Context: an optimization exercise on an open-source flow, tuned for small area. The choices shown serve that exercise and are no tape-out recipe.
Only simulation tests tie the RTL to the original design; equivalence was not proved.
No run shown here takes its clock network from TritonCTS; it comes from the design's own scripts or RTL.
No driver is modelled on the clock port, so clock power and skew are understated where the tree is cut down; a real chip needs a root buffer or a tree.
Power is estimated from default activity; no workload was simulated.

## flow/design.v (module list and top-level ports; edited modules follow where they fit)
// module clk_slow: 44 lines
// module distortion: 768 lines
// module trem: 391 lines
// module pedal: 43 lines
module pedal (
    input  logic        clk,
    input  logic        rst,
    input  logic [31:0] x,
    input  logic [1:0]  en,
    input  logic [3:0]  dist_options,
    input  logic [3:0]  trem_options,
    output logic [31:0] y
);
  // ...
==> flow/flow/run.sh <==
#!/bin/bash
# The standard layout with these changes, none to the synthesis:
#  - the port buffers are the smallest buffer cell (buf_1);
#  - between synthesis and floorplan, flow/fixinv2.py picks the polarity of
#    each full adder so that the netlist needs the fewest inverters, and sets
#    each logic cell to the smallest drive of its kind (placement-time repair
#    sizes up what needs it); the logic function and registers are unchanged;
#  - the clock tree is built by flow/mycts.tcl (run as the CTS step's PRE hook):
#    the clock port drives four clkbuf_16, each at the centre of a cluster of
#    flip-flops (k-means with equal-sized clusters), so every flip-flop is one
#    buffer from the port.
# Each tool's output goes to a log here.
set -euo pipefail
HERE=$(pwd)
ARGS=("BUFFER_PORTS_ARGS=-buffer_cell sky130_fd_sc_hd__buf_1"
      "PRE_CTS_TCL=$HERE/flow/mycts.tcl")
R=orfs/results/sky130hd/pedal/base
bash standard.sh "${ARGS[@]}" synth > synth.log 2>&1
cp $R/1_2_yosys.v 1_2_yosys.synth.v
python3 flow/fixinv2.py 1_2_yosys.synth.v $R/1_2_yosys.v --downsize > fixinv.log 2>&1
rm -f $R/1_synth.odb
bash standard.sh "${ARGS[@]}" finish > standard.log 2>&1
==> flow/flow/fixinv2.py <==
#!/usr/bin/env python3
"""Chooses the polarity of every full adder in a gate-level netlist written by
yosys (write_verilog -noattr) so that the fewest inverters are needed.

A full adder with all three inputs inverted gives both outputs inverted, so
each adder may work on the true or the inverted signals. The netlist's
inverters are first folded into polarity marks on the pins they feed; then a
local search picks each adder's polarity; then one inverter is added for each
signal that some pin needs inverted. The logic function is unchanged. Signals
that touch a port or an assign are left as they are.

usage: fixinv2.py IN.v OUT.v"""
import re, sys, random

INV = {"sky130_fd_sc_hd__inv_1", "sky130_fd_sc_hd__inv_2", "sky130_fd_sc_hd__inv_4",
       "sky130_fd_sc_hd__inv_6", "sky130_fd_sc_hd__inv_8",
       "sky130_fd_sc_hd__clkinv_1", "sky130_fd_sc_hd__clkinv_2", "sky130_fd_sc_hd__clkinv_4"}
FA = {"sky130_fd_sc_hd__fa_1", "sky130_fd_sc_hd__fa_2", "sky130_fd_sc_hd__fa_4"}
OUTPINS = {"X", "Y", "Q", "Q_N", "SUM", "COUT"}

text = open(sys.argv[1]).read()
m = re.search(r'^module\s+(\S+)\s*\((.*?)\);', text, re.S | re.M)
head_end = m.end()
endm = text.rindex("endmodule")
body = text[head_end:endm]
inst_re = re.compile(r'^\s*(sky130_fd_sc_hd__\w+)\s+(\S+)\s*\((.*?)\);\s*$', re.S | re.M)
insts = []
for mm in inst_re.finditer(body):
    conns = {}
    for p, n in re.findall(r'\.(\w+)\(([^()]*)\)', mm.group(3)):
        conns[p] = n.strip()
    insts.append({"type": mm.group(1), "name": mm.group(2), "conns": conns})
decl = inst_re.sub("", body)
ports = set()
for kind in ("input", "output", "inout"):
    for mm in re.finditer(r'^\s*%s\s+(?:\[[^\]]*\]\s*)?(.*?);' % kind, decl, re.M):
        for n in mm.group(1).split(","):
            ports.add(n.strip())
assign_nets = set()
for l, r in re.findall(r'^\s*assign\s+(.*?)\s*=\s*(.*?);', decl, re.M):
    for tok in re.findall(r'(\\\S+|[A-Za-z_][\w$.]*)', l + " " + r):
        assign_nets.add(tok)
def base(n):
    return re.sub(r'\s*\[\d+\]$', '', n).strip()
def protected(n):
    return base(n) in ports or base(n) in assign_nets or base(n + " ") in assign_nets or "'" in n

drv = {}
for i in insts:
    for p, n in i["conns"].items():
        if p in OUTPINS:
            drv[n] = (i, p)
def is_inv(i):
    return i["type"] in INV

# fold inverter chains: net -> (root net, parity)
memo = {}
def root(n):
    if n in memo:
        return memo[n]
    d = drv.get(n)
    if d and is_inv(d[0]) and not protected(n):
        r, par = root(d[0]["conns"]["A"])
        memo[n] = (r, par ^ 1)
    else:
        memo[n] = (n, 0)
    return memo[n]

# every signal: consumers (inst, pin, parity needed relative to root)
cons = {}
for i in insts:
    if is_inv(i) and not protected(i["conns"]["Y"]):
        continue
    for p, n in i["conns"].items():
        if p in OUTPINS:
            continue
        r, par = root(n)
        cons.setdefault(r, []).append((i, p, par))
# frozen signals: any protected net in the fold (root protected, or inverter chain via protected)
frozen = set()
for n, (r, par) in list(memo.items()):
    if protected(n) or protected(r):
        frozen.add(r)
for r in cons:
    if protected(r):
        frozen.add(r)

fas = [i for i in insts if i["type"] in FA]
for idx, f in enumerate(fas):
    f["id"] = idx
fixed_fa = set()
for f in fas:
    for p, n in f["conns"].items():
        r = root(n)[0] if p not in OUTPINS else n
        if r in frozen:
            fixed_fa.add(f["id"])
# the signals each adder touches
sig_of = {f["id"]: set() for f in fas}
for r, lst in cons.items():
    for (i, p, par) in lst:
        if i["type"] in FA:
            sig_of[i["id"]].add(r)
src_fa = {}
for f in fas:
    for p in ("SUM", "COUT"):
        src_fa[f["conns"][p]] = f["id"]
        sig_of[f["id"]].add(f["conns"][p])

x = [0] * len(fas)
def cost(r):
    if r in frozen:
        return 0
    sp = x[src_fa[r]] if r in src_fa else 0
    for (i, p, par) in cons.get(r, []):
        need = par ^ (x[i["id"]] if i["type"] in FA else 0)
        if need != sp:
            return 1
    return 0
def total():
    return sum(cost(r) for r in set(cons) | set(src_fa))
best_x, best = list(x), total()
random.seed(1)
for restart in range(30):
    if restart:
        x = [random.randint(0, 1) if j not in fixed_fa else 0 for j in range(len(fas))]
    improved = True
    while improved:
        improved = False
        for j in range(len(fas)):
            if j in fixed_fa:
                continue
            sigs = sig_of[j]
            before = sum(cost(r) for r in sigs)
            x[j] ^= 1
            after = sum(cost(r) for r in sigs)
            if after < before:
                improved = True
            else:
                x[j] ^= 1
    t = total()
    if t < best:
        best, best_x = t, list(x)
x = best_x
init_x = [0] * len(fas)

# rebuild: one inverter per signal that some pin needs inverted
newcnt = [0]
wires = []
out_insts = []
inv_of = {}
def inverted(r, sp):
    # net carrying ~(polarity sp of r)
    key = r
    if key not in inv_of:
        newcnt[0] += 1
        y = "_pol_n%d_" % newcnt[0]
        wires.append(y)
        out_insts.append({"type": "sky130_fd_sc_hd__inv_1", "name": "_pol_i%d_" % newcnt[0],
                          "conns": {"A": r, "Y": y}})
        inv_of[key] = y
    return inv_of[key]
nflip = 0
for i in insts:
    if is_inv(i) and not protected(i["conns"]["Y"]):
        r, par = root(i["conns"]["Y"])
        if r in frozen:
            out_insts.append(i)
        continue
    c = dict(i["conns"])
    if i["type"] in FA and x[i["id"]]:
        nflip += 1
    for p, n in i["conns"].items():
        if p in OUTPINS:
            continue
        r, par = root(n)
        if r in frozen:
            continue
        sp = x[src_fa[r]] if r in src_fa else 0
        need = par ^ (x[i["id"]] if i["type"] in FA else 0)
        c[p] = r if need == sp else inverted(r, sp)
    i2 = dict(i); i2["conns"] = c
    out_insts.append(i2)
# optional: every logic cell to the smallest cell of its family (same pins);
# placement-time repair sizes up what timing, slew or load needs
ndown = 0
if "--downsize" in sys.argv:
    LIB = "/OpenROAD-flow-scripts/flow/platforms/sky130hd/lib/sky130_fd_sc_hd__tt_025C_1v80.lib"
    import os
    if "FLOW_HOME" in os.environ:
        LIB = os.path.join(os.environ["FLOW_HOME"], "platforms/sky130hd/lib/sky130_fd_sc_hd__tt_025C_1v80.lib")
    area = {}
    cur = None
    for line in open(LIB):
        mm = re.match(r'\s*cell\s*\(\s*"?(\w+)"?\s*\)', line)
        if mm:
            cur = mm.group(1)
        mm = re.match(r'\s*area\s*:\s*([\d.]+)', line)
        if mm and cur:
            area[cur] = float(mm.group(1)); cur = None
    fam = {}
    for c in area:
        mm = re.match(r'(sky130_fd_sc_hd__[a-z0-9]+?)_(\d+)$', c)
        if mm and "lpflow" not in c and "probe" not in c:
            fam.setdefault(mm.group(1), []).append((area[c], c))
    for i in out_insts:
        mm = re.match(r'(sky130_fd_sc_hd__[a-z0-9]+?)_(\d+)$', i["type"])
        if not mm or "buf" in i["type"] or i["type"].startswith("sky130_fd_sc_hd__df") \
                or "clk" in i["type"] or "dly" in i["type"]:
            continue
        best = min(fam[mm.group(1)])[1]
        if best != i["type"]:
            i["type"] = best
            ndown += 1
print("fixinv2: %d cells downsized" % ndown)
out = [text[:head_end], decl.rstrip("\n") + "\n"]
for w in wires:
    out.append("  wire %s;\n" % w)
fmt = lambda n: n + " " if n.startswith("\\") else n
for i in out_insts:
    out.append("  %s %s (\n%s\n  );\n" % (i["type"], i["name"],
               ",\n".join("    .%s(%s)" % (p, fmt(n)) for p, n in i["conns"].items())))
out.append(text[endm:])
open(sys.argv[2], "w").write("".join(out))
old = sum(1 for i in insts if is_inv(i))
new = sum(1 for i in out_insts if is_inv(i))
print("fixinv2: inverters %d -> %d, adders flipped %d of %d" % (old, new, nflip, len(fas)))
==> flow/flow/mycts.tcl <==
# PRE_CTS hook: a clock tree built by hand. The clock port drives NBUF
# clock buffers (clkbuf_16), each placed at the centre of a cluster of flip-flops (k-means
# on their places, at most ceil(sinks/NBUF) per cluster) and driving that
# cluster's clock pins; all flip-flops are
# one buffer from the port. TritonCTS is then skipped.
set nbuf 4
if { [info exists ::env(MYCTS_NBUF)] } { set nbuf $::env(MYCTS_NBUF) }
set block [ord::get_db_block]
set clknet [$block findNet clk]
set sinks {}
set xs {}
set ys {}
foreach it [$clknet getITerms] {
  set inst [$it getInst]
  set bb [$inst getBBox]
  lappend sinks $it
  lappend xs [expr {([$bb xMin] + [$bb xMax]) / 2.0}]
  lappend ys [expr {([$bb yMin] + [$bb yMax]) / 2.0}]
}
set n [llength $sinks]
puts "mycts: $n clock sinks, $nbuf buffers"
# k-means, seeded by sorting on x then y
set order [lsort -indices -real $xs]
set cx {}
set cy {}
for {set k 0} {$k < $nbuf} {incr k} {
  set i [lindex $order [expr {int(($k + 0.5) * $n / $nbuf)}]]
  lappend cx [lindex $xs $i]
  lappend cy [lindex $ys $i]
}
set assign [lrepeat $n 0]
# capacity-limited k-means: each cluster takes at most cap sinks, nearest first
set cap [expr {($n + $nbuf - 1) / $nbuf}]
for {set iter 0} {$iter < 50} {incr iter} {
  set pairs {}
  for {set i 0} {$i < $n} {incr i} {
    for {set k 0} {$k < $nbuf} {incr k} {
      set d [expr {abs([lindex $xs $i] - [lindex $cx $k]) + abs([lindex $ys $i] - [lindex $cy $k])}]
      lappend pairs [list $d $i $k]
    }
  }
  set pairs [lsort -real -index 0 $pairs]
  set done [lrepeat $n 0]
  set cnt [lrepeat $nbuf 0]
  foreach p $pairs {
    lassign $p d i k
    if {[lindex $done $i] || [lindex $cnt $k] >= $cap} { continue }
    lset assign $i $k
    lset done $i 1
    lset cnt $k [expr {[lindex $cnt $k] + 1}]
  }
  for {set k 0} {$k < $nbuf} {incr k} {
    set sx 0.0; set sy 0.0; set c 0
    for {set i 0} {$i < $n} {incr i} {
      if {[lindex $assign $i] == $k} { set sx [expr {$sx + [lindex $xs $i]}]; set sy [expr {$sy + [lindex $ys $i]}]; incr c }
    }
    if {$c > 0} { lset cx $k [expr {$sx / $c}]; lset cy $k [expr {$sy / $c}] }
  }
}
set cell sky130_fd_sc_hd__clkbuf_16
if { [info exists ::env(MYCTS_CELL)] } { set cell $::env(MYCTS_CELL) }
set master [[ord::get_db] findMaster $cell]
for {set k 0} {$k < $nbuf} {incr k} {
  set inst [odb::dbInst_create $block $master "clkbuf_m$k"]
  $inst setLocation [expr {int([lindex $cx $k])}] [expr {int([lindex $cy $k])}]
  $inst setPlacementStatus PLACED
  set net [odb::dbNet_create $block "clknet_m$k"]
  $net setSigType CLOCK
  [$inst findITerm A] connect $clknet
  [$inst findITerm X] connect $net
  set c 0
  for {set i 0} {$i < $n} {incr i} {
    if {[lindex $assign $i] == $k} {
      set it [lindex $sinks $i]
      $it disconnect
      $it connect $net
      incr c
    }
  }
  puts "mycts: clkbuf_m$k drives $c sinks"
}
$clknet setSigType CLOCK
set_propagated_clock [all_clocks]
rename clock_tree_synthesis orig_clock_tree_synthesis
proc clock_tree_synthesis { args } {
  puts "mycts: clock tree built by hand, TritonCTS skipped"
}
==> flow/standard.sh <==
#!/bin/bash
# synth_recipe.tcl (not shown) runs the flow's synth.tcl, then flattens the netlist and writes it again
# the make line also repeats each setting of config.mk as NAME=value (left out here)
make -C /OpenROAD-flow-scripts/flow DESIGN_CONFIG=/design/flow/config.mk WORK_HOME=/design/flow/orfs CLKGATE_MAP_FILE= SYNTH_SCRIPT=/design/flow/synth_recipe.tcl "${@:-finish}"
==> flow/config.mk <==
export PLATFORM = sky130hd
export DESIGN_NAME = pedal
export DESIGN_NICKNAME = pedal
export VERILOG_FILES = /design/flow/design.v
export SDC_FILE = /design/flow/constraint.sdc
export NUM_CORES = 4
export LEC_CHECK = 0
export ABC_AREA = 1
export CAP_MARGIN = 0
export CORE_MARGIN = 2
export CORE_UTILIZATION = 70
export SLEW_MARGIN = 0
==> flow/constraint.sdc <==
create_clock -name core_clock -period 10.0 [get_ports {clk}]
set_input_delay 2.0000 -clock core_clock [delete_from_list [all_inputs] [get_ports {clk}]]
set_output_delay 2.0000 -clock core_clock [all_outputs]
set_load 0.01 [all_outputs]
==> qor.csv, run 1 <==
metric;value;unit
status;timing/DRC/antenna clean;
cp_cell_sequence;buf_1 > inv_1 > o22ai_1 > nor2_1 > nor2_1 > fa_1 > fa_1 > inv_1 > fa_1 > inv_1 > fa_1 > fa_1 > fa_1 > fa_1 > fa_1 > fa_1 > fa_1 > fa_1 > fa_1 > fa_1 > fa_1 > inv_1 > a21oi_1;
slew-limit-headroom;43.3;%
powerDensity;93.6;mW/mm^2
viasPerCell;6.08;
multi_input_area_share;61.5;%
swShare;31.2;%
grt_overflow;0;
rr_startpoint;u_trem.count_int6[1];
min_to;u_trem.y[31];
final_core_util;75.4;%
use_met2;63.3;%
finalWirelength;26200;um
dpl_worst_slack;961;ps
core-area;0.0126;mm^2
clk_latency;180;ps
period_share;89.5;%
path_clk_slew;100;ps
wl_met1;10000;um
multiInputGateArea;0.00582;mm^2
initialDrtViolationCount;1130;
netlist_instances;1271;
clk-power;0.000191;W
worstReg2RegEnd;u_trem.p_lo[11];
worst_setup_path_end_kind;flip-flop;
leakagePower;4.54;nW
postRouteAntennaNets;0;
cts_setup_buffers;0;
setup_ws;1050;ps
grt.busiest_layer;met2;
n_all_inverters;180;
final_area;0.00948;mm^2
rsz0062_at_grt;no;
fin_cells;1499;
finalSetupViolations;0;
hpwl;20400;um
crit_buf_inv;5;
crit_cells;23;
worst_slew_pin_slew;849;ps
p_sw;0.000277;W
antenna_cells;0;
post_dp_cell_area;0.00938;mm^2
area.growth.synth_to_final;5.71;%
groute.usage.overall;38.2;%
==> module trem, before the edit <==
module trem (
    input  logic [31:0] x,
    output logic [31:0] y,
    input  logic clk_48,
    input  logic rst,
    input  logic clk_190,
    input  logic clk_380,
    input  logic clk_95,
    input  logic clk_48hz,
    input  logic [3:0] options,
    input  logic en,
    output logic [2:0] par    
);
logic [4:0] count_int4, count_int2, count_int, count_int6;
logic       dir_s4_q, dir_s2_q, dir_q, dir_s6_q;
logic [4:0] c0_n, c1_n, c2_n, c3_n;
logic       d0_n, d1_n, d2_n, d3_n;
logic [3:0] tk;
logic [4:0] c0, c1, c2, c3;
logic       d0, d1, d2, d3;
assign tk = {clk_48hz, clk_95, clk_190, clk_380};
assign c0 = count_int4;  assign d0 = dir_s4_q;
assign c1 = count_int2;  assign d1 = dir_s2_q;
assign c2 = count_int;   assign d2 = dir_q;
assign c3 = count_int6;  assign d3 = dir_s6_q;
assign par = {count_int[0], count_int2[0], count_int4[0]};
logic os_54, os_55, os_56, os_57, os_58, os_59, os_60, os_61, os_62, os_63, os_64, os_66, os_67, os_68, os_69, os_70, os_71, os_72, os_73, os_74, os_75, os_76, os_77, os_78, os_79, os_80, os_81, os_82, os_83, os_84, os_85, os_86, os_87, os_88, os_89, os_90, os_91, os_92, os_93, os_94, os_95, os_96, os_97, os_98, os_99, os_100, os_101, os_102, os_103, os_104, os_105, os_106, os_107, os_108, os_109, os_110, os_111, os_112, os_113, os_114, os_115, os_116, os_118, os_119, os_120, os_121, os_122, os_123, os_124, os_125, os_127, os_128, os_129, os_130, os_131, os_132, os_133, os_135, os_136, os_137, os_138, os_139, os_140, os_142, os_143, os_144, os_145, os_147, os_148, os_150, os_151, os_153, os_154, os_156, os_157, os_159, os_160, os_161, os_162, os_164, os_165, os_167, os_168, os_170, os_171, os_173, os_174, os_176, os_177, os_178, os_179, os_181, os_182, os_184, os_185, os_187, os_188, os_190, os_191, os_193, os_194, os_196, os_197, os_199, os_200, os_202, os_203;
assign os_54 = ~rst & tk[0];
assign os_55 = tk[2] & c2[0];
assign os_56 = tk[1] & c1[0];
assign os_57 = ~os_55 & ~os_56;
assign os_58 = tk[3] & c3[0];
assign os_59 = tk[0] & c0[0];
assign os_60 = ~os_58 & ~os_59;
assign os_61 = os_57 & os_60;
assign os_62 = os_54 & os_61;
assign os_63 = ~rst & ~tk[0];
assign os_64 = c0[0] & os_63;
assign c0_n[0] = os_62 | os_64;
assign os_66 = tk[1] & c1[1];
assign os_67 = tk[0] & c0[1];
assign os_68 = ~os_66 & ~os_67;
assign os_69 = tk[3] & c3[1];
assign os_70 = tk[2] & c2[1];
assign os_71 = ~os_69 & ~os_70;
assign os_72 = os_68 & os_71;
assign os_73 = os_61 & os_72;
assign os_74 = ~os_61 & ~os_72;
assign os_75 = ~os_73 & ~os_74;
assign os_76 = tk[2] & d2;
assign os_77 = tk[0] & d0;
assign os_78 = ~os_76 & ~os_77;
assign os_79 = tk[3] & d3;
assign os_80 = tk[1] & d1;
assign os_81 = ~os_79 & ~os_80;
assign os_82 = os_78 & os_81;
assign os_83 = tk[1] & c1[2];
assign os_84 = tk[0] & c0[2];
assign os_85 = ~os_83 & ~os_84;
assign os_86 = tk[3] & c3[2];
assign os_87 = tk[2] & c2[2];
assign os_88 = ~os_86 & ~os_87;
assign os_89 = os_85 & os_88;
assign os_90 = tk[1] & c1[3];
assign os_91 = tk[0] & c0[3];
assign os_92 = ~os_90 & ~os_91;
assign os_93 = tk[3] & c3[3];
assign os_94 = tk[2] & c2[3];
assign os_95 = ~os_93 & ~os_94;
assign os_96 = os_92 & os_95;
assign os_97 = os_89 & os_96;
assign os_98 = tk[1] & c1[4];
assign os_99 = tk[0] & c0[4];
assign os_100 = ~os_98 & ~os_99;
assign os_101 = tk[3] & c3[4];
assign os_102 = tk[2] & c2[4];
assign os_103 = ~os_101 & ~os_102;
assign os_104 = os_100 & os_103;
assign os_105 = os_72 & os_104;
assign os_106 = os_97 & os_105;
assign os_107 = ~os_82 & ~os_106;
assign os_108 = ~os_89 & ~os_96;
assign os_109 = ~os_72 & ~os_104;
assign os_110 = os_108 & os_109;
assign os_111 = ~os_107 & ~os_110;
assign os_112 = os_75 & ~os_111;
assign os_113 = ~os_75 & os_111;
assign os_114 = ~os_112 & ~os_113;
assign os_115 = os_54 & os_114;
assign os_116 = c0[1] & os_63;
assign c0_n[1] = os_115 | os_116;
assign os_118 = os_73 & ~os_111;
assign os_119 = os_74 & os_111;
assign os_120 = ~os_118 & ~os_119;
assign os_121 = os_89 & ~os_120;
assign os_122 = ~os_89 & os_120;
assign os_123 = ~os_121 & ~os_122;
assign os_124 = os_54 & ~os_123;
assign os_125 = c0[2] & os_63;
assign c0_n[2] = os_124 | os_125;
assign os_127 = ~os_118 & ~os_122;
assign os_128 = ~os_97 & ~os_108;
assign os_129 = ~os_127 & os_128;
assign os_130 = os_127 & ~os_128;
assign os_131 = ~os_129 & ~os_130;
assign os_132 = os_54 & os_131;
assign os_133 = c0[3] & os_63;
assign c0_n[3] = os_132 | os_133;
assign os_135 = os_108 & os_119;
assign os_136 = os_104 & ~os_135;
assign os_137 = os_97 & os_118;
assign os_138 = ~os_136 & ~os_137;
assign os_139 = os_54 & os_138;
assign os_140 = c0[4] & os_63;
assign c0_n[4] = os_139 | os_140;
assign os_142 = ~rst & tk[1];
assign os_143 = os_61 & os_142;
assign os_144 = ~rst & ~tk[1];
assign os_145 = c1[0] & os_144;
assign c1_n[0] = os_143 | os_145;
assign os_147 = os_114 & os_142;
assign os_148 = c1[1] & os_144;
assign c1_n[1] = os_147 | os_148;
assign os_150 = ~os_123 & os_142;
assign os_151 = c1[2] & os_144;
assign c1_n[2] = os_150 | os_151;
assign os_153 = os_131 & os_142;
assign os_154 = c1[3] & os_144;
assign c1_n[3] = os_153 | os_154;
assign os_156 = os_138 & os_142;
assign os_157 = c1[4] & os_144;
assign c1_n[4] = os_156 | os_157;
assign os_159 = ~rst & tk[2];
assign os_160 = os_61 & os_159;
assign os_161 = ~rst & ~tk[2];
assign os_162 = c2[0] & os_161;
assign c2_n[0] = os_160 | os_162;
assign os_164 = os_114 & os_159;
assign os_165 = c2[1] & os_161;
assign c2_n[1] = os_164 | os_165;
assign os_167 = ~os_123 & os_159;
assign os_168 = c2[2] & os_161;
assign c2_n[2] = os_167 | os_168;
assign os_170 = os_131 & os_159;
assign os_171 = c2[3] & os_161;
assign c2_n[3] = os_170 | os_171;
assign os_173 = os_138 & os_159;
assign os_174 = c2[4] & os_161;
assign c2_n[4] = os_173 | os_174;
assign os_176 = ~rst & tk[3];
assign os_177 = os_61 & os_176;
assign os_178 = ~rst & ~tk[3];
assign os_179 = c3[0] & os_178;
assign c3_n[0] = os_177 | os_179;
assign os_181 = os_114 & os_176;
assign os_182 = c3[1] & os_178;
assign c3_n[1] = os_181 | os_182;
assign os_184 = ~os_123 & os_176;
assign os_185 = c3[2] & os_178;
assign c3_n[2] = os_184 | os_185;
assign os_187 = os_131 & os_176;
assign os_188 = c3[3] & os_178;
assign c3_n[3] = os_187 | os_188;
assign os_190 = os_138 & os_176;
assign os_191 = c3[4] & os_178;
assign c3_n[4] = os_190 | os_191;
assign os_193 = os_54 & ~os_111;
assign os_194 = d0 & os_63;
assign d0_n = os_193 | os_194;
assign os_196 = ~os_111 & os_142;
assign os_197 = d1 & os_144;
assign d1_n = os_196 | os_197;
assign os_199 = ~os_111 & os_159;
assign os_200 = d2 & os_161;
assign d2_n = os_199 | os_200;
assign os_202 = ~os_111 & os_176;
assign os_203 = d3 & os_178;
assign d3_n = os_202 | os_203;
always_ff @(posedge clk_48) begin
    count_int4 <= c0_n;  dir_s4_q <= d0_n;
    count_int2 <= c1_n;  dir_s2_q <= d1_n;
    count_int  <= c2_n;  dir_q    <= d2_n;
    count_int6 <= c3_n;  dir_s6_q <= d3_n;
end
logic       active;
logic [4:0] c;
assign active = en & (options == 4'b1000 | options == 4'b0100 |
                      options == 4'b0010 | options == 4'b0001);
assign c = (({5{options[3]}} & count_int)  | ({5{options[2]}} & count_int2) |
            ({5{options[1]}} & count_int4) | ({5{options[0]}} & count_int6));
logic [23:0] mpp0; assign mpp0 = {24{c[0]}} & x[23:0];
logic [23:0] mpp1; assign mpp1 = {24{c[1]}} & x[23:0];
logic [23:0] mpp2; assign mpp2 = {24{c[2]}} & x[23:0];
logic [23:0] mpp3; assign mpp3 = {24{c[3]}} & x[23:0];
logic [23:0] mpp4; assign mpp4 = {24{c[4]}} & x[23:0];
logic m1, m2, m3, m4, m5, m6, m7, m8, m9, m10, m11, m12, m13, m14, m15, m16, m17, m18, m19, m20, m21, m22, m23, m24, m25, m26, m27, m28, m29, m30, m31, m32, m33, m34, m35, m36, m37, m38, m39, m40, m41, m42, m43, m44, m45, m46, m47, m48, m49, m50, m51, m52, m53, m54, m55, m56, m57, m58, m59, m60, m61, m62, m63, m64, m65, m66, m67, m68, m69, m70, m71, m72, m73, m74, m75, m76, m77, m78, m79, m80, m81, m82, m83, m84, m85, m86, m87, m88, m89, m90, m91, m92, m93, m94, m95, m96, m97, m98, m99, m100, m101, m102, m103, m104, m105, m106, m107, m108, m109, m110, m111, m112, m113, m114, m115, m116, m117, m118, m119, m120, m121, m122, m123, m124, m125, m126, m127, m128, m129, m130, m131, m132, m133, m134, m135, m136, m137, m138, m139, m140, m141, m142, m143, m144, m145, m146, m147, m148, m149, m150, m151, m152, m153, m154, m155, m156, m157, m158, m159, m160, m161, m162, m163, m164, m165, m166, m167, m168;
assign m1 = mpp0[4] ^ mpp1[3];
assign m2 = mpp0[4] & mpp1[3];
assign m3 = mpp0[5] ^ mpp1[4] ^ mpp2[3];
assign m4 = (mpp0[5] & mpp1[4]) | (mpp2[3] & (mpp0[5] ^ mpp1[4]));
assign m5 = mpp0[6] ^ mpp1[5] ^ mpp2[4];
assign m6 = (mpp0[6] & mpp1[5]) | (mpp2[4] & (mpp0[6] ^ mpp1[5]));
assign m7 = mpp0[7] ^ mpp1[6] ^ mpp2[5];
assign m8 = (mpp0[7] & mpp1[6]) | (mpp2[5] & (mpp0[7] ^ mpp1[6]));
assign m9 = mpp0[8] ^ mpp1[7] ^ mpp2[6];
assign m10 = (mpp0[8] & mpp1[7]) | (mpp2[6] & (mpp0[8] ^ mpp1[7]));
assign m11 = mpp0[9] ^ mpp1[8] ^ mpp2[7];
assign m12 = (mpp0[9] & mpp1[8]) | (mpp2[7] & (mpp0[9] ^ mpp1[8]));
assign m13 = mpp0[10] ^ mpp1[9] ^ mpp2[8];
assign m14 = (mpp0[10] & mpp1[9]) | (mpp2[8] & (mpp0[10] ^ mpp1[9]));
assign m15 = mpp0[11] ^ mpp1[10] ^ mpp2[9];
assign m16 = (mpp0[11] & mpp1[10]) | (mpp2[9] & (mpp0[11] ^ mpp1[10]));
assign m17 = mpp0[12] ^ mpp1[11] ^ mpp2[10];
assign m18 = (mpp0[12] & mpp1[11]) | (mpp2[10] & (mpp0[12] ^ mpp1[11]));
assign m19 = mpp0[13] ^ mpp1[12] ^ mpp2[11];
assign m20 = (mpp0[13] & mpp1[12]) | (mpp2[11] & (mpp0[13] ^ mpp1[12]));
assign m21 = mpp0[14] ^ mpp1[13] ^ mpp2[12];
assign m22 = (mpp0[14] & mpp1[13]) | (mpp2[12] & (mpp0[14] ^ mpp1[13]));
assign m23 = mpp0[15] ^ mpp1[14] ^ mpp2[13];
assign m24 = (mpp0[15] & mpp1[14]) | (mpp2[13] & (mpp0[15] ^ mpp1[14]));
assign m25 = mpp0[16] ^ mpp1[15] ^ mpp2[14];
assign m26 = (mpp0[16] & mpp1[15]) | (mpp2[14] & (mpp0[16] ^ mpp1[15]));
assign m27 = mpp0[17] ^ mpp1[16] ^ mpp2[15];
assign m28 = (mpp0[17] & mpp1[16]) | (mpp2[15] & (mpp0[17] ^ mpp1[16]));
assign m29 = mpp0[18] ^ mpp1[17] ^ mpp2[16];
assign m30 = (mpp0[18] & mpp1[17]) | (mpp2[16] & (mpp0[18] ^ mpp1[17]));
assign m31 = mpp0[19] ^ mpp1[18] ^ mpp2[17];
assign m32 = (mpp0[19] & mpp1[18]) | (mpp2[17] & (mpp0[19] ^ mpp1[18]));
assign m33 = mpp0[20] ^ mpp1[19] ^ mpp2[18];
assign m34 = (mpp0[20] & mpp1[19]) | (mpp2[18] & (mpp0[20] ^ mpp1[19]));
assign m35 = mpp0[21] ^ mpp1[20] ^ mpp2[19];
assign m36 = (mpp0[21] & mpp1[20]) | (mpp2[19] & (mpp0[21] ^ mpp1[20]));
assign m37 = mpp0[22] ^ mpp1[21] ^ mpp2[20];
assign m38 = (mpp0[22] & mpp1[21]) | (mpp2[20] & (mpp0[22] ^ mpp1[21]));
assign m39 = mpp0[23] ^ mpp1[22] ^ mpp2[21];
assign m40 = mpp0[3] ^ mpp1[2];
assign m41 = mpp0[3] & mpp1[2];
assign m42 = mpp2[2] ^ mpp3[1] ^ mpp4[0];
assign m43 = (mpp2[2] & mpp3[1]) | (mpp4[0] & (mpp2[2] ^ mpp3[1]));
assign m44 = m2 ^ mpp3[2] ^ mpp4[1];
assign m45 = (m2 & mpp3[2]) | (mpp4[1] & (m2 ^ mpp3[2]));
assign m46 = m4 ^ mpp3[3] ^ mpp4[2];
assign m47 = (m4 & mpp3[3]) | (mpp4[2] & (m4 ^ mpp3[3]));
assign m48 = m6 ^ mpp3[4] ^ mpp4[3];
assign m49 = (m6 & mpp3[4]) | (mpp4[3] & (m6 ^ mpp3[4]));
assign m50 = m8 ^ mpp3[5] ^ mpp4[4];
assign m51 = (m8 & mpp3[5]) | (mpp4[4] & (m8 ^ mpp3[5]));
assign m52 = m10 ^ mpp3[6] ^ mpp4[5];
assign m53 = (m10 & mpp3[6]) | (mpp4[5] & (m10 ^ mpp3[6]));
assign m54 = m12 ^ mpp3[7] ^ mpp4[6];
assign m55 = (m12 & mpp3[7]) | (mpp4[6] & (m12 ^ mpp3[7]));
assign m56 = m14 ^ mpp3[8] ^ mpp4[7];
assign m57 = (m14 & mpp3[8]) | (mpp4[7] & (m14 ^ mpp3[8]));
assign m58 = m16 ^ mpp3[9] ^ mpp4[8];
assign m59 = (m16 & mpp3[9]) | (mpp4[8] & (m16 ^ mpp3[9]));
assign m60 = m18 ^ mpp3[10] ^ mpp4[9];
assign m61 = (m18 & mpp3[10]) | (mpp4[9] & (m18 ^ mpp3[10]));
assign m62 = m20 ^ mpp3[11] ^ mpp4[10];
assign m63 = (m20 & mpp3[11]) | (mpp4[10] & (m20 ^ mpp3[11]));
assign m64 = m22 ^ mpp3[12] ^ mpp4[11];
assign m65 = (m22 & mpp3[12]) | (mpp4[11] & (m22 ^ mpp3[12]));
assign m66 = m24 ^ mpp3[13] ^ mpp4[12];
assign m67 = (m24 & mpp3[13]) | (mpp4[12] & (m24 ^ mpp3[13]));
assign m68 = m26 ^ mpp3[14] ^ mpp4[13];
assign m69 = (m26 & mpp3[14]) | (mpp4[13] & (m26 ^ mpp3[14]));
assign m70 = m28 ^ mpp3[15] ^ mpp4[14];
assign m71 = (m28 & mpp3[15]) | (mpp4[14] & (m28 ^ mpp3[15]));
assign m72 = m30 ^ mpp3[16] ^ mpp4[15];
assign m73 = (m30 & mpp3[16]) | (mpp4[15] & (m30 ^ mpp3[16]));
assign m74 = m32 ^ mpp3[17] ^ mpp4[16];
assign m75 = (m32 & mpp3[17]) | (mpp4[16] & (m32 ^ mpp3[17]));
assign m76 = m34 ^ mpp3[18] ^ mpp4[17];
assign m77 = (m34 & mpp3[18]) | (mpp4[17] & (m34 ^ mpp3[18]));
assign m78 = m36 ^ mpp3[19] ^ mpp4[18];
assign m79 = (m36 & mpp3[19]) | (mpp4[18] & (m36 ^ mpp3[19]));
assign m80 = m38 ^ m39 ^ mpp3[20];
assign m81 = mpp0[2] ^ mpp1[1];
assign m82 = mpp0[2] & mpp1[1];
assign m83 = mpp2[1] ^ mpp3[0] ^ m40;
assign m84 = (mpp2[1] & mpp3[0]) | (m40 & (mpp2[1] ^ mpp3[0]));
assign m85 = m41 ^ m1 ^ m42;
assign m86 = (m41 & m1) | (m42 & (m41 ^ m1));
assign m87 = m43 ^ m3 ^ m44;
assign m88 = (m43 & m3) | (m44 & (m43 ^ m3));
assign m89 = m45 ^ m5 ^ m46;
assign m90 = (m45 & m5) | (m46 & (m45 ^ m5));
assign m91 = m47 ^ m7 ^ m48;
assign m92 = (m47 & m7) | (m48 & (m47 ^ m7));
assign m93 = m49 ^ m9 ^ m50;
assign m94 = (m49 & m9) | (m50 & (m49 ^ m9));
assign m95 = m51 ^ m11 ^ m52;
assign m96 = (m51 & m11) | (m52 & (m51 ^ m11));
assign m97 = m53 ^ m13 ^ m54;
assign m98 = (m53 & m13) | (m54 & (m53 ^ m13));
assign m99 = m55 ^ m15 ^ m56;
assign m100 = (m55 & m15) | (m56 & (m55 ^ m15));
assign m101 = m57 ^ m17 ^ m58;
assign m102 = (m57 & m17) | (m58 & (m57 ^ m17));
assign m103 = m59 ^ m19 ^ m60;
assign m104 = (m59 & m19) | (m60 & (m59 ^ m19));
assign m105 = m61 ^ m21 ^ m62;
assign m106 = (m61 & m21) | (m62 & (m61 ^ m21));
assign m107 = m63 ^ m23 ^ m64;
assign m108 = (m63 & m23) | (m64 & (m63 ^ m23));
assign m109 = m65 ^ m25 ^ m66;
assign m110 = (m65 & m25) | (m66 & (m65 ^ m25));
assign m111 = m67 ^ m27 ^ m68;
assign m112 = (m67 & m27) | (m68 & (m67 ^ m27));
assign m113 = m69 ^ m29 ^ m70;
assign m114 = (m69 & m29) | (m70 & (m69 ^ m29));
assign m115 = m71 ^ m31 ^ m72;
assign m116 = (m71 & m31) | (m72 & (m71 ^ m31));
assign m117 = m73 ^ m33 ^ m74;
assign m118 = (m73 & m33) | (m74 & (m73 ^ m33));
assign m119 = m75 ^ m35 ^ m76;
assign m120 = (m75 & m35) | (m76 & (m75 ^ m35));
assign m121 = m77 ^ m37 ^ m78;
assign m122 = (m77 & m37) | (m78 & (m77 ^ m37));
assign m123 = m79 ^ m80 ^ mpp4[19];
assign m124 = mpp0[1] ^ mpp1[0];
assign m125 = mpp0[1] & mpp1[0];
assign m126 = mpp2[0] ^ m81 ^ m125;
assign m127 = (mpp2[0] & m81) | (m125 & (mpp2[0] ^ m81));
assign m128 = m82 ^ m83 ^ m127;
assign m129 = (m82 & m83) | (m127 & (m82 ^ m83));
assign m130 = m84 ^ m85 ^ m129;
assign m131 = (m84 & m85) | (m129 & (m84 ^ m85));
assign m132 = m86 ^ m87 ^ m131;
assign m133 = (m86 & m87) | (m131 & (m86 ^ m87));
assign m134 = m88 ^ m89 ^ m133;
assign m135 = (m88 & m89) | (m133 & (m88 ^ m89));
assign m136 = m90 ^ m91 ^ m135;
assign m137 = (m90 & m91) | (m135 & (m90 ^ m91));
assign m138 = m92 ^ m93 ^ m137;
assign m139 = (m92 & m93) | (m137 & (m92 ^ m93));
assign m140 = m94 ^ m95 ^ m139;
assign m141 = (m94 & m95) | (m139 & (m94 ^ m95));
assign m142 = m96 ^ m97 ^ m141;
assign m143 = (m96 & m97) | (m141 & (m96 ^ m97));
assign m144 = m98 ^ m99 ^ m143;
assign m145 = (m98 & m99) | (m143 & (m98 ^ m99));
assign m146 = m100 ^ m101 ^ m145;
assign m147 = (m100 & m101) | (m145 & (m100 ^ m101));
assign m148 = m102 ^ m103 ^ m147;
assign m149 = (m102 & m103) | (m147 & (m102 ^ m103));
assign m150 = m104 ^ m105 ^ m149;
assign m151 = (m104 & m105) | (m149 & (m104 ^ m105));
assign m152 = m106 ^ m107 ^ m151;
assign m153 = (m106 & m107) | (m151 & (m106 ^ m107));
assign m154 = m108 ^ m109;
assign m155 = m108 & m109;
assign m156 = m110 ^ m111 ^ m155;
assign m157 = (m110 & m111) | (m155 & (m110 ^ m111));
assign m158 = m112 ^ m113 ^ m157;
assign m159 = (m112 & m113) | (m157 & (m112 ^ m113));
assign m160 = m114 ^ m115 ^ m159;
assign m161 = (m114 & m115) | (m159 & (m114 ^ m115));
assign m162 = m116 ^ m117 ^ m161;
assign m163 = (m116 & m117) | (m161 & (m116 ^ m117));
assign m164 = m118 ^ m119 ^ m163;
assign m165 = (m118 & m119) | (m163 & (m118 ^ m119));
assign m166 = m120 ^ m121 ^ m165;
assign m167 = (m120 & m121) | (m165 & (m120 ^ m121));
assign m168 = m122 ^ m123 ^ m167;
logic [11:0]  p_lo;
logic [7:0] p_hi;
logic        p_c;
logic [7:0] p_hi_sum;   
logic [8:0] inc_c;
assign inc_c[0] = p_c;
genvar gi;
for (gi = 0; gi < 8; gi = gi + 1) begin : g_inc
    assign p_hi_sum[gi]  = p_hi[gi] ^ inc_c[gi];
    assign inc_c[gi + 1] = p_hi[gi] & inc_c[gi];
end
always_ff @(posedge clk_48) begin
    if (rst) begin
        p_lo <= 12'h0;
        p_hi <= 8'h0;
        p_c  <= 1'b0;
        y    <= 32'h0;
    end else if (active) begin
        p_lo <= {m152, m150, m148, m146, m144, m142, m140, m138, m136, m134, m132, m130};
        p_hi <= {m168, m166, m164, m162, m160, m158, m156, m154};
        p_c  <= m153;
        y    <= {12'h000, p_hi_sum, p_lo};
    end else begin
        y <= x;
    end
end
endmodule
==> inputs of run 2 (changes only) <==
--- a/flow/design.v
+++ b/flow/design.v
@@ -1011,37 +1011,37 @@
 assign m3 = mpp0[5] ^ mpp1[4] ^ mpp2[3];
-assign m4 = (mpp0[5] & mpp1[4]) | (mpp2[3] & (mpp0[5] ^ mpp1[4]));
+assign m4 = (mpp0[5] & mpp1[4]) | (mpp0[5] & mpp2[3]) | (mpp1[4] & mpp2[3]);
 assign m5 = mpp0[6] ^ mpp1[5] ^ mpp2[4];
-assign m6 = (mpp0[6] & mpp1[5]) | (mpp2[4] & (mpp0[6] ^ mpp1[5]));
+assign m6 = (mpp0[6] & mpp1[5]) | (mpp0[6] & mpp2[4]) | (mpp1[5] & mpp2[4]);
 assign m7 = mpp0[7] ^ mpp1[6] ^ mpp2[5];
-assign m8 = (mpp0[7] & mpp1[6]) | (mpp2[5] & (mpp0[7] ^ mpp1[6]));
+assign m8 = (mpp0[7] & mpp1[6]) | (mpp0[7] & mpp2[5]) | (mpp1[6] & mpp2[5]);
 assign m9 = mpp0[8] ^ mpp1[7] ^ mpp2[6];
-assign m10 = (mpp0[8] & mpp1[7]) | (mpp2[6] & (mpp0[8] ^ mpp1[7]));
+assign m10 = (mpp0[8] & mpp1[7]) | (mpp0[8] & mpp2[6]) | (mpp1[7] & mpp2[6]);
 assign m11 = mpp0[9] ^ mpp1[8] ^ mpp2[7];
-assign m12 = (mpp0[9] & mpp1[8]) | (mpp2[7] & (mpp0[9] ^ mpp1[8]));
+assign m12 = (mpp0[9] & mpp1[8]) | (mpp0[9] & mpp2[7]) | (mpp1[8] & mpp2[7]);
 assign m13 = mpp0[10] ^ mpp1[9] ^ mpp2[8];
-assign m14 = (mpp0[10] & mpp1[9]) | (mpp2[8] & (mpp0[10] ^ mpp1[9]));
+assign m14 = (mpp0[10] & mpp1[9]) | (mpp0[10] & mpp2[8]) | (mpp1[9] & mpp2[8]);
 assign m15 = mpp0[11] ^ mpp1[10] ^ mpp2[9];
-assign m16 = (mpp0[11] & mpp1[10]) | (mpp2[9] & (mpp0[11] ^ mpp1[10]));
+assign m16 = (mpp0[11] & mpp1[10]) | (mpp0[11] & mpp2[9]) | (mpp1[10] & mpp2[9]);
 assign m17 = mpp0[12] ^ mpp1[11] ^ mpp2[10];
-assign m18 = (mpp0[12] & mpp1[11]) | (mpp2[10] & (mpp0[12] ^ mpp1[11]));
+assign m18 = (mpp0[12] & mpp1[11]) | (mpp0[12] & mpp2[10]) | (mpp1[11] & mpp2[10]);
 assign m19 = mpp0[13] ^ mpp1[12] ^ mpp2[11];
-assign m20 = (mpp0[13] & mpp1[12]) | (mpp2[11] & (mpp0[13] ^ mpp1[12]));
+assign m20 = (mpp0[13] & mpp1[12]) | (mpp0[13] & mpp2[11]) | (mpp1[12] & mpp2[11]);
 assign m21 = mpp0[14] ^ mpp1[13] ^ mpp2[12];
-assign m22 = (mpp0[14] & mpp1[13]) | (mpp2[12] & (mpp0[14] ^ mpp1[13]));
+assign m22 = (mpp0[14] & mpp1[13]) | (mpp0[14] & mpp2[12]) | (mpp1[13] & mpp2[12]);
 assign m23 = mpp0[15] ^ mpp1[14] ^ mpp2[13];
-assign m24 = (mpp0[15] & mpp1[14]) | (mpp2[13] & (mpp0[15] ^ mpp1[14]));
+assign m24 = (mpp0[15] & mpp1[14]) | (mpp0[15] & mpp2[13]) | (mpp1[14] & mpp2[13]);
 assign m25 = mpp0[16] ^ mpp1[15] ^ mpp2[14];
-assign m26 = (mpp0[16] & mpp1[15]) | (mpp2[14] & (mpp0[16] ^ mpp1[15]));
+assign m26 = (mpp0[16] & mpp1[15]) | (mpp0[16] & mpp2[14]) | (mpp1[15] & mpp2[14]);
 assign m27 = mpp0[17] ^ mpp1[16] ^ mpp2[15];
-assign m28 = (mpp0[17] & mpp1[16]) | (mpp2[15] & (mpp0[17] ^ mpp1[16]));
+assign m28 = (mpp0[17] & mpp1[16]) | (mpp0[17] & mpp2[15]) | (mpp1[16] & mpp2[15]);
 assign m29 = mpp0[18] ^ mpp1[17] ^ mpp2[16];
-assign m30 = (mpp0[18] & mpp1[17]) | (mpp2[16] & (mpp0[18] ^ mpp1[17]));
+assign m30 = (mpp0[18] & mpp1[17]) | (mpp0[18] & mpp2[16]) | (mpp1[17] & mpp2[16]);
 assign m31 = mpp0[19] ^ mpp1[18] ^ mpp2[17];
-assign m32 = (mpp0[19] & mpp1[18]) | (mpp2[17] & (mpp0[19] ^ mpp1[18]));
+assign m32 = (mpp0[19] & mpp1[18]) | (mpp0[19] & mpp2[17]) | (mpp1[18] & mpp2[17]);
 assign m33 = mpp0[20] ^ mpp1[19] ^ mpp2[18];
-assign m34 = (mpp0[20] & mpp1[19]) | (mpp2[18] & (mpp0[20] ^ mpp1[19]));
+assign m34 = (mpp0[20] & mpp1[19]) | (mpp0[20] & mpp2[18]) | (mpp1[19] & mpp2[18]);
 assign m35 = mpp0[21] ^ mpp1[20] ^ mpp2[19];
-assign m36 = (mpp0[21] & mpp1[20]) | (mpp2[19] & (mpp0[21] ^ mpp1[20]));
+assign m36 = (mpp0[21] & mpp1[20]) | (mpp0[21] & mpp2[19]) | (mpp1[20] & mpp2[19]);
 assign m37 = mpp0[22] ^ mpp1[21] ^ mpp2[20];
-assign m38 = (mpp0[22] & mpp1[21]) | (mpp2[20] & (mpp0[22] ^ mpp1[21]));
+assign m38 = (mpp0[22] & mpp1[21]) | (mpp0[22] & mpp2[20]) | (mpp1[21] & mpp2[20]);
 assign m39 = mpp0[23] ^ mpp1[22] ^ mpp2[21];
@@ -1050,39 +1050,39 @@
 assign m42 = mpp2[2] ^ mpp3[1] ^ mpp4[0];
-assign m43 = (mpp2[2] & mpp3[1]) | (mpp4[0] & (mpp2[2] ^ mpp3[1]));
+assign m43 = (mpp2[2] & mpp3[1]) | (mpp2[2] & mpp4[0]) | (mpp3[1] & mpp4[0]);
 assign m44 = m2 ^ mpp3[2] ^ mpp4[1];
-assign m45 = (m2 & mpp3[2]) | (mpp4[1] & (m2 ^ mpp3[2]));
+assign m45 = (m2 & mpp3[2]) | (m2 & mpp4[1]) | (mpp3[2] & mpp4[1]);
 assign m46 = m4 ^ mpp3[3] ^ mpp4[2];
-assign m47 = (m4 & mpp3[3]) | (mpp4[2] & (m4 ^ mpp3[3]));
+assign m47 = (m4 & mpp3[3]) | (m4 & mpp4[2]) | (mpp3[3] & mpp4[2]);
 assign m48 = m6 ^ mpp3[4] ^ mpp4[3];
-assign m49 = (m6 & mpp3[4]) | (mpp4[3] & (m6 ^ mpp3[4]));
+assign m49 = (m6 & mpp3[4]) | (m6 & mpp4[3]) | (mpp3[4] & mpp4[3]);
 assign m50 = m8 ^ mpp3[5] ^ mpp4[4];
-assign m51 = (m8 & mpp3[5]) | (mpp4[4] & (m8 ^ mpp3[5]));
+assign m51 = (m8 & mpp3[5]) | (m8 & mpp4[4]) | (mpp3[5] & mpp4[4]);
 assign m52 = m10 ^ mpp3[6] ^ mpp4[5];
-assign m53 = (m10 & mpp3[6]) | (mpp4[5] & (m10 ^ mpp3[6]));
+assign m53 = (m10 & mpp3[6]) | (m10 & mpp4[5]) | (mpp3[6] & mpp4[5]);
 assign m54 = m12 ^ mpp3[7] ^ mpp4[6];
-assign m55 = (m12 & mpp3[7]) | (mpp4[6] & (m12 ^ mpp3[7]));
+assign m55 = (m12 & mpp3[7]) | (m12 & mpp4[6]) | (mpp3[7] & mpp4[6]);
 assign m56 = m14 ^ mpp3[8] ^ mpp4[7];
-assign m57 = (m14 & mpp3[8]) | (mpp4[7] & (m14 ^ mpp3[8]));
+assign m57 = (m14 & mpp3[8]) | (m14 & mpp4[7]) | (mpp3[8] & mpp4[7]);
 assign m58 = m16 ^ mpp3[9] ^ mpp4[8];
-assign m59 = (m16 & mpp3[9]) | (mpp4[8] & (m16 ^ mpp3[9]));
+assign m59 = (m16 & mpp3[9]) | (m16 & mpp4[8]) | (mpp3[9] & mpp4[8]);
 assign m60 = m18 ^ mpp3[10] ^ mpp4[9];
-assign m61 = (m18 & mpp3[10]) | (mpp4[9] & (m18 ^ mpp3[10]));
+assign m61 = (m18 & mpp3[10]) | (m18 & mpp4[9]) | (mpp3[10] & mpp4[9]);
 assign m62 = m20 ^ mpp3[11] ^ mpp4[10];
-assign m63 = (m20 & mpp3[11]) | (mpp4[10] & (m20 ^ mpp3[11]));
+assign m63 = (m20 & mpp3[11]) | (m20 & mpp4[10]) | (mpp3[11] & mpp4[10]);
 assign m64 = m22 ^ mpp3[12] ^ mpp4[11];
-assign m65 = (m22 & mpp3[12]) | (mpp4[11] & (m22 ^ mpp3[12]));
+assign m65 = (m22 & mpp3[12]) | (m22 & mpp4[11]) | (mpp3[12] & mpp4[11]);
 assign m66 = m24 ^ mpp3[13] ^ mpp4[12];
-assign m67 = (m24 & mpp3[13]) | (mpp4[12] & (m24 ^ mpp3[13]));
+assign m67 = (m24 & mpp3[13]) | (m24 & mpp4[12]) | (mpp3[13] & mpp4[12]);
 assign m68 = m26 ^ mpp3[14] ^ mpp4[13];
-assign m69 = (m26 & mpp3[14]) | (mpp4[13] & (m26 ^ mpp3[14]));
+assign m69 = (m26 & mpp3[14]) | (m26 & mpp4[13]) | (mpp3[14] & mpp4[13]);
 assign m70 = m28 ^ mpp3[15] ^ mpp4[14];
-assign m71 = (m28 & mpp3[15]) | (mpp4[14] & (m28 ^ mpp3[15]));
+assign m71 = (m28 & mpp3[15]) | (m28 & mpp4[14]) | (mpp3[15] & mpp4[14]);
 assign m72 = m30 ^ mpp3[16] ^ mpp4[15];
-assign m73 = (m30 & mpp3[16]) | (mpp4[15] & (m30 ^ mpp3[16]));
+assign m73 = (m30 & mpp3[16]) | (m30 & mpp4[15]) | (mpp3[16] & mpp4[15]);
 assign m74 = m32 ^ mpp3[17] ^ mpp4[16];
-assign m75 = (m32 & mpp3[17]) | (mpp4[16] & (m32 ^ mpp3[17]));
+assign m75 = (m32 & mpp3[17]) | (m32 & mpp4[16]) | (mpp3[17] & mpp4[16]);
 assign m76 = m34 ^ mpp3[18] ^ mpp4[17];
-assign m77 = (m34 & mpp3[18]) | (mpp4[17] & (m34 ^ mpp3[18]));
+assign m77 = (m34 & mpp3[18]) | (m34 & mpp4[17]) | (mpp3[18] & mpp4[17]);
 assign m78 = m36 ^ mpp3[19] ^ mpp4[18];
-assign m79 = (m36 & mpp3[19]) | (mpp4[18] & (m36 ^ mpp3[19]));
+assign m79 = (m36 & mpp3[19]) | (m36 & mpp4[18]) | (mpp3[19] & mpp4[18]);
 assign m80 = m38 ^ m39 ^ mpp3[20];
@@ -1091,41 +1091,41 @@
 assign m83 = mpp2[1] ^ mpp3[0] ^ m40;
-assign m84 = (mpp2[1] & mpp3[0]) | (m40 & (mpp2[1] ^ mpp3[0]));
+assign m84 = (mpp2[1] & mpp3[0]) | (mpp2[1] & m40) | (mpp3[0] & m40);
 assign m85 = m41 ^ m1 ^ m42;
-assign m86 = (m41 & m1) | (m42 & (m41 ^ m1));
+assign m86 = (m41 & m1) | (m41 & m42) | (m1 & m42);
 assign m87 = m43 ^ m3 ^ m44;
-assign m88 = (m43 & m3) | (m44 & (m43 ^ m3));
+assign m88 = (m43 & m3) | (m43 & m44) | (m3 & m44);
 assign m89 = m45 ^ m5 ^ m46;
-assign m90 = (m45 & m5) | (m46 & (m45 ^ m5));
+assign m90 = (m45 & m5) | (m45 & m46) | (m5 & m46);
 assign m91 = m47 ^ m7 ^ m48;
-assign m92 = (m47 & m7) | (m48 & (m47 ^ m7));
+assign m92 = (m47 & m7) | (m47 & m48) | (m7 & m48);
 assign m93 = m49 ^ m9 ^ m50;
-assign m94 = (m49 & m9) | (m50 & (m49 ^ m9));
+assign m94 = (m49 & m9) | (m49 & m50) | (m9 & m50);
 assign m95 = m51 ^ m11 ^ m52;
-assign m96 = (m51 & m11) | (m52 & (m51 ^ m11));
+assign m96 = (m51 & m11) | (m51 & m52) | (m11 & m52);
 assign m97 = m53 ^ m13 ^ m54;
-assign m98 = (m53 & m13) | (m54 & (m53 ^ m13));
+assign m98 = (m53 & m13) | (m53 & m54) | (m13 & m54);
 assign m99 = m55 ^ m15 ^ m56;
-assign m100 = (m55 & m15) | (m56 & (m55 ^ m15));
+assign m100 = (m55 & m15) | (m55 & m56) | (m15 & m56);
 assign m101 = m57 ^ m17 ^ m58;
-assign m102 = (m57 & m17) | (m58 & (m57 ^ m17));
+assign m102 = (m57 & m17) | (m57 & m58) | (m17 & m58);
 assign m103 = m59 ^ m19 ^ m60;
-assign m104 = (m59 & m19) | (m60 & (m59 ^ m19));
+assign m104 = (m59 & m19) | (m59 & m60) | (m19 & m60);
 assign m105 = m61 ^ m21 ^ m62;
-assign m106 = (m61 & m21) | (m62 & (m61 ^ m21));
+assign m106 = (m61 & m21) | (m61 & m62) | (m21 & m62);
 assign m107 = m63 ^ m23 ^ m64;
-assign m108 = (m63 & m23) | (m64 & (m63 ^ m23));
+assign m108 = (m63 & m23) | (m63 & m64) | (m23 & m64);
 assign m109 = m65 ^ m25 ^ m66;
-assign m110 = (m65 & m25) | (m66 & (m65 ^ m25));
+assign m110 = (m65 & m25) | (m65 & m66) | (m25 & m66);
 assign m111 = m67 ^ m27 ^ m68;
-assign m112 = (m67 & m27) | (m68 & (m67 ^ m27));
+assign m112 = (m67 & m27) | (m67 & m68) | (m27 & m68);
 assign m113 = m69 ^ m29 ^ m70;
-assign m114 = (m69 & m29) | (m70 & (m69 ^ m29));
+assign m114 = (m69 & m29) | (m69 & m70) | (m29 & m70);
 assign m115 = m71 ^ m31 ^ m72;
-assign m116 = (m71 & m31) | (m72 & (m71 ^ m31));
+assign m116 = (m71 & m31) | (m71 & m72) | (m31 & m72);
 assign m117 = m73 ^ m33 ^ m74;
-assign m118 = (m73 & m33) | (m74 & (m73 ^ m33));
+assign m118 = (m73 & m33) | (m73 & m74) | (m33 & m74);
 assign m119 = m75 ^ m35 ^ m76;
-assign m120 = (m75 & m35) | (m76 & (m75 ^ m35));
+assign m120 = (m75 & m35) | (m75 & m76) | (m35 & m76);
 assign m121 = m77 ^ m37 ^ m78;
-assign m122 = (m77 & m37) | (m78 & (m77 ^ m37));
+assign m122 = (m77 & m37) | (m77 & m78) | (m37 & m78);
 assign m123 = m79 ^ m80 ^ mpp4[19];
@@ -1134,29 +1134,29 @@
 assign m126 = mpp2[0] ^ m81 ^ m125;
-assign m127 = (mpp2[0] & m81) | (m125 & (mpp2[0] ^ m81));
+assign m127 = (mpp2[0] & m81) | (mpp2[0] & m125) | (m81 & m125);
 assign m128 = m82 ^ m83 ^ m127;
-assign m129 = (m82 & m83) | (m127 & (m82 ^ m83));
+assign m129 = (m82 & m83) | (m82 & m127) | (m83 & m127);
 assign m130 = m84 ^ m85 ^ m129;
-assign m131 = (m84 & m85) | (m129 & (m84 ^ m85));
+assign m131 = (m84 & m85) | (m84 & m129) | (m85 & m129);
 assign m132 = m86 ^ m87 ^ m131;
-assign m133 = (m86 & m87) | (m131 & (m86 ^ m87));
+assign m133 = (m86 & m87) | (m86 & m131) | (m87 & m131);
 assign m134 = m88 ^ m89 ^ m133;
-assign m135 = (m88 & m89) | (m133 & (m88 ^ m89));
+assign m135 = (m88 & m89) | (m88 & m133) | (m89 & m133);
 assign m136 = m90 ^ m91 ^ m135;
-assign m137 = (m90 & m91) | (m135 & (m90 ^ m91));
+assign m137 = (m90 & m91) | (m90 & m135) | (m91 & m135);
 assign m138 = m92 ^ m93 ^ m137;
-assign m139 = (m92 & m93) | (m137 & (m92 ^ m93));
+assign m139 = (m92 & m93) | (m92 & m137) | (m93 & m137);
 assign m140 = m94 ^ m95 ^ m139;
-assign m141 = (m94 & m95) | (m139 & (m94 ^ m95));
+assign m141 = (m94 & m95) | (m94 & m139) | (m95 & m139);
 assign m142 = m96 ^ m97 ^ m141;
-assign m143 = (m96 & m97) | (m141 & (m96 ^ m97));
+assign m143 = (m96 & m97) | (m96 & m141) | (m97 & m141);
 assign m144 = m98 ^ m99 ^ m143;
-assign m145 = (m98 & m99) | (m143 & (m98 ^ m99));
+assign m145 = (m98 & m99) | (m98 & m143) | (m99 & m143);
 assign m146 = m100 ^ m101 ^ m145;
-assign m147 = (m100 & m101) | (m145 & (m100 ^ m101));
+assign m147 = (m100 & m101) | (m100 & m145) | (m101 & m145);
 assign m148 = m102 ^ m103 ^ m147;
-assign m149 = (m102 & m103) | (m147 & (m102 ^ m103));
+assign m149 = (m102 & m103) | (m102 & m147) | (m103 & m147);
 assign m150 = m104 ^ m105 ^ m149;
-assign m151 = (m104 & m105) | (m149 & (m104 ^ m105));
+assign m151 = (m104 & m105) | (m104 & m149) | (m105 & m149);
 assign m152 = m106 ^ m107 ^ m151;
-assign m153 = (m106 & m107) | (m151 & (m106 ^ m107));
+assign m153 = (m106 & m107) | (m106 & m151) | (m107 & m151);
 assign m154 = m108 ^ m109;
@@ -1164,13 +1164,13 @@
 assign m156 = m110 ^ m111 ^ m155;
-assign m157 = (m110 & m111) | (m155 & (m110 ^ m111));
+assign m157 = (m110 & m111) | (m110 & m155) | (m111 & m155);
 assign m158 = m112 ^ m113 ^ m157;
-assign m159 = (m112 & m113) | (m157 & (m112 ^ m113));
+assign m159 = (m112 & m113) | (m112 & m157) | (m113 & m157);
 assign m160 = m114 ^ m115 ^ m159;
-assign m161 = (m114 & m115) | (m159 & (m114 ^ m115));
+assign m161 = (m114 & m115) | (m114 & m159) | (m115 & m159);
 assign m162 = m116 ^ m117 ^ m161;
-assign m163 = (m116 & m117) | (m161 & (m116 ^ m117));
+assign m163 = (m116 & m117) | (m116 & m161) | (m117 & m161);
 assign m164 = m118 ^ m119 ^ m163;
-assign m165 = (m118 & m119) | (m163 & (m118 ^ m119));
+assign m165 = (m118 & m119) | (m118 & m163) | (m119 & m163);
 assign m166 = m120 ^ m121 ^ m165;
-assign m167 = (m120 & m121) | (m165 & (m120 ^ m121));
+assign m167 = (m120 & m121) | (m120 & m165) | (m121 & m165);
 assign m168 = m122 ^ m123 ^ m167;
==> run 2 against run 1 <==
Net effect: flip-flop and latch count unchanged; largest cell class unchanged; first-iteration DRC count up 13%; area after synthesis is essentially flat; still clean on timing, DRC and antenna; die area hardly changed; maximum frequency fell by 2.7%.
==> qor.csv, run 2 <==
metric;value;unit;change
core-area;0.0126;mm^2;unchanged
hold_buffers;0;;unchanged
grt_pass1_wl;43000;um;was 41200 um
antenna_found_initial;1;;was 0
start_util;71.3;%;about the same
crit_arrival;9270;ps;was 9050 ps
finalWirelength;27300;um;was 26200 um
status;timing/DRC/antenna clean;;unchanged
initialDrtViolationCount;1277;;was 1130
criticalPathCategory;in -> reg;;unchanged
worstReg2RegEnd;u_trem.p_lo[11];;unchanged
worst_setup_path_end_kind;flip-flop;;unchanged
die_x;117;um;about the same
rr_startpoint;u_trem.count_int4[2];;was u_trem.count_int6[1]
drive_above_1_share;1.20;%;was 1.28%
hp-class;reg -> reg;;unchanged
final_cell_mix;nor2_1 (259), nand2_1 (219), inv_1 (178);;was nor2_1 (237), nand2_1 (221), inv_1 (180)
netlist_instances;1280;;was 1271
leakagePower;4.48;nW;was 4.54 nW
viasPerCell;6.18;;was 6.08
period_share;92.0;%;was 89.5%
rsz0062_at_grt;no;;unchanged
ir_drop;0.0877;mV;was 0.0767 mV
wl_met1;9980;um;was 10000 um
die_h;117;um;about the same
crit_buf_inv;6;;was 5
skew;16.5;ps;was 19.3 ps
holdWs;415;ps;was 416 ps
drc;0;;unchanged
groute.usage.overall;40.0;%;was 38.2%
finalSetupViolations;0;;unchanged
layout.nets;1489;;was 1481
avgSynthCellArea;7.00;um^2;was 7.05 um^2
worstPathMaxFanout;18;;was 9
cap_violations;0;;unchanged
pin_count;76;;unchanged
slew-limit-headroom;36.3;%;was 43.3%
slew_viol_final;0;;unchanged
hpwl;20900;um;was 20400 um
fin_crit;9200;ps;was 8950 ps
hp-start;u_distortion.y[27];;was u_distortion.y[31]
grt_max_degree;58;;was 59
crit_cells;26;;was 23
setup_tns;0;ps;unchanged
port_buffers;75;;unchanged
clk_latency;170;ps;was 180 ps
reg.largest.list;u_distortion.y: 32 flops, u_trem.y: 32 flops, u_trem.p_lo: 12 flops;;unchanged
antenna_cells;0;;unchanged
dr_total_vias;9327;;was 9117
final_area;0.00948;mm^2;about the same
post_dp_cell_area;0.00938;mm^2;about the same
hold-path-cell-count;2;;unchanged
postRouteAntennaNets;0;;unchanged
gp_congestion;1.09;;was 1.04
r2r_setup_slack;2490;ps;was 2700 ps
std_cell_rows;41;;unchanged
cts_setup_buffers;0;;unchanged
worstPathRequired;10070;ps;was 10090 ps
wire_per_inst;18.1;um;was 17.5 um
ctsResizeCount;0;;unchanged
cp-start-kind;input pin;;unchanged
crit_family;adder cells;;unchanged
path_clk_slew;100;ps;about the same
r2r.worst_path.cells;25;;was 26
grt_overflow;0;;unchanged
final_common_cell;nor2_1;;unchanged
yosysWarnings;3;;unchanged
powerDensity;94.1;mW/mm^2;was 93.6 mW/mm^2
min_to;u_trem.y[27];;was u_trem.y[31]
wl_met2;12900;um;was 12100 um
synth_fp_nets;1430;;was 1423
dieArea;0.0137;mm^2;about the same
grt_pass1_vias;8713;;was 8475
max_freq;109;MHz;was 112 MHz
dr.max_layer_used;met5;;was met4
path_common_cell;fa_1;;unchanged
slowest_delay;550;ps;was 590 ps
worst_slew_pin_slew;952;ps;was 849 ps
drt-pass1-iter-count;6;;unchanged
critical_path.slowest_cell;fa_1;;unchanged
final_core_util;75.4;%;about the same
area.growth.synth_to_final;5.71;%;about the same
netlist_area;0.00897;mm^2;was 0.00896 mm^2
final-hold-violation-count;0;;unchanged
met3_length;2520;um;was 2740 um
-- run 2: cell types whose count changed in the layout (fill, tap and decap cells not counted), sizes merged, moves of 3 or more --
| cell | previous run | this run |
|---|---|---|
| nor2 | 237 | 259 |
| o2111ai | 2 | 6 |
| a21oi | 81 | 76 |
| nand3 | 47 | 56 |
| nand3b | 1 | 4 |
| o31ai | 9 | 3 |
-- run 2: power breakdown --
part | switching, W | internal [W]
clock network | 0.000117 | 0.0000743
logic | 0.000155 | 0.0000581
registers | 0.0000100 | 0.000478
-- run 2: how the worst max path moves through the flow --
stage | from | to | slack (ps)
CTS | trem_options[3] | u_trem.p_lo[11] | 870
detailed placement | trem_options[3] | u_trem.p_lo[11] | 830
finish | trem_options[0] | u_trem.p_lo[11] | 800
floorplan | trem_options[3] | u_trem.p_lo[11] | 1200
global route | trem_options[0] | u_trem.p_lo[11] | 560
global placement | trem_options[3] | u_trem.p_lo[11] | 1040
-- run 2: final cells by class --
cell class / instances / area, um^2
Buffer: 4 / 100
Fill cell: 931 / 3090
Inverter: 178 / 668
Multi-Input combinational cell: 954 / 5840
Sequential cell: 114 / 2280
Timing Repair Buffer: 87 / 372
Tap cell: 172 / 215
-- run 2: worst min-delay path, cell delays in order (launching register included) --
cell     delay, ps
dfxtp_1        310
inv_1           40
nor2_1          30
-- run 2: per-stage QoR --
stage               std cells  total power (W)  setup slack, ps
global placement         1505         0.000700             1040
floorplan                1280         0.000633             1200
detailed placement       1505         0.000702              835
CTS                      1509         0.000882              871
global route             1509         0.000927              562
finish                   1509         0.000892              804
-- run 2: metal layers --
layer  vias to the layer above  global-route usage [%]
met2                       681                    67.7
met3                       178                    6.75
met1                      4219                    48.6
met5                         -                       0
met4                         2                    22.0
li1                       4247                       -

==> re-timing with driven ports <==
In the flow no input, the clock included, has a driving cell. The finished layouts below were timed again as built, in two steps.
Step 1 sets driving cells, clkbuf_16 on the clock port and buf_2 on the other inputs (assumed; they add their load-dependent delay and slew).
Step 2 also shifts input and output timing later by t, the mid clock arrival at the registers, as if the neighbouring blocks saw the same clock.
Three values: ideal, step 1, step 2; two values: the first two.
| run | t, ns | setup slack, ns | clock arrival spread, ns | worst slew at a driven data input, ns |
|---|---|---|---|---|
| run 1 | 0.255 | 1.049 / 1.116 / 0.861 | 0.019 / 0.020 | 0.06 |
| run 2 | 0.258 | 0.804 / 0.851 / 0.593 | 0.017 / 0.017 | 0.04 |
After both steps setup and hold are still met in every run listed. For run 2, which loses most, drivers alone change the setup slack by +0.047 ns; drivers and shift together by -0.211 ns.
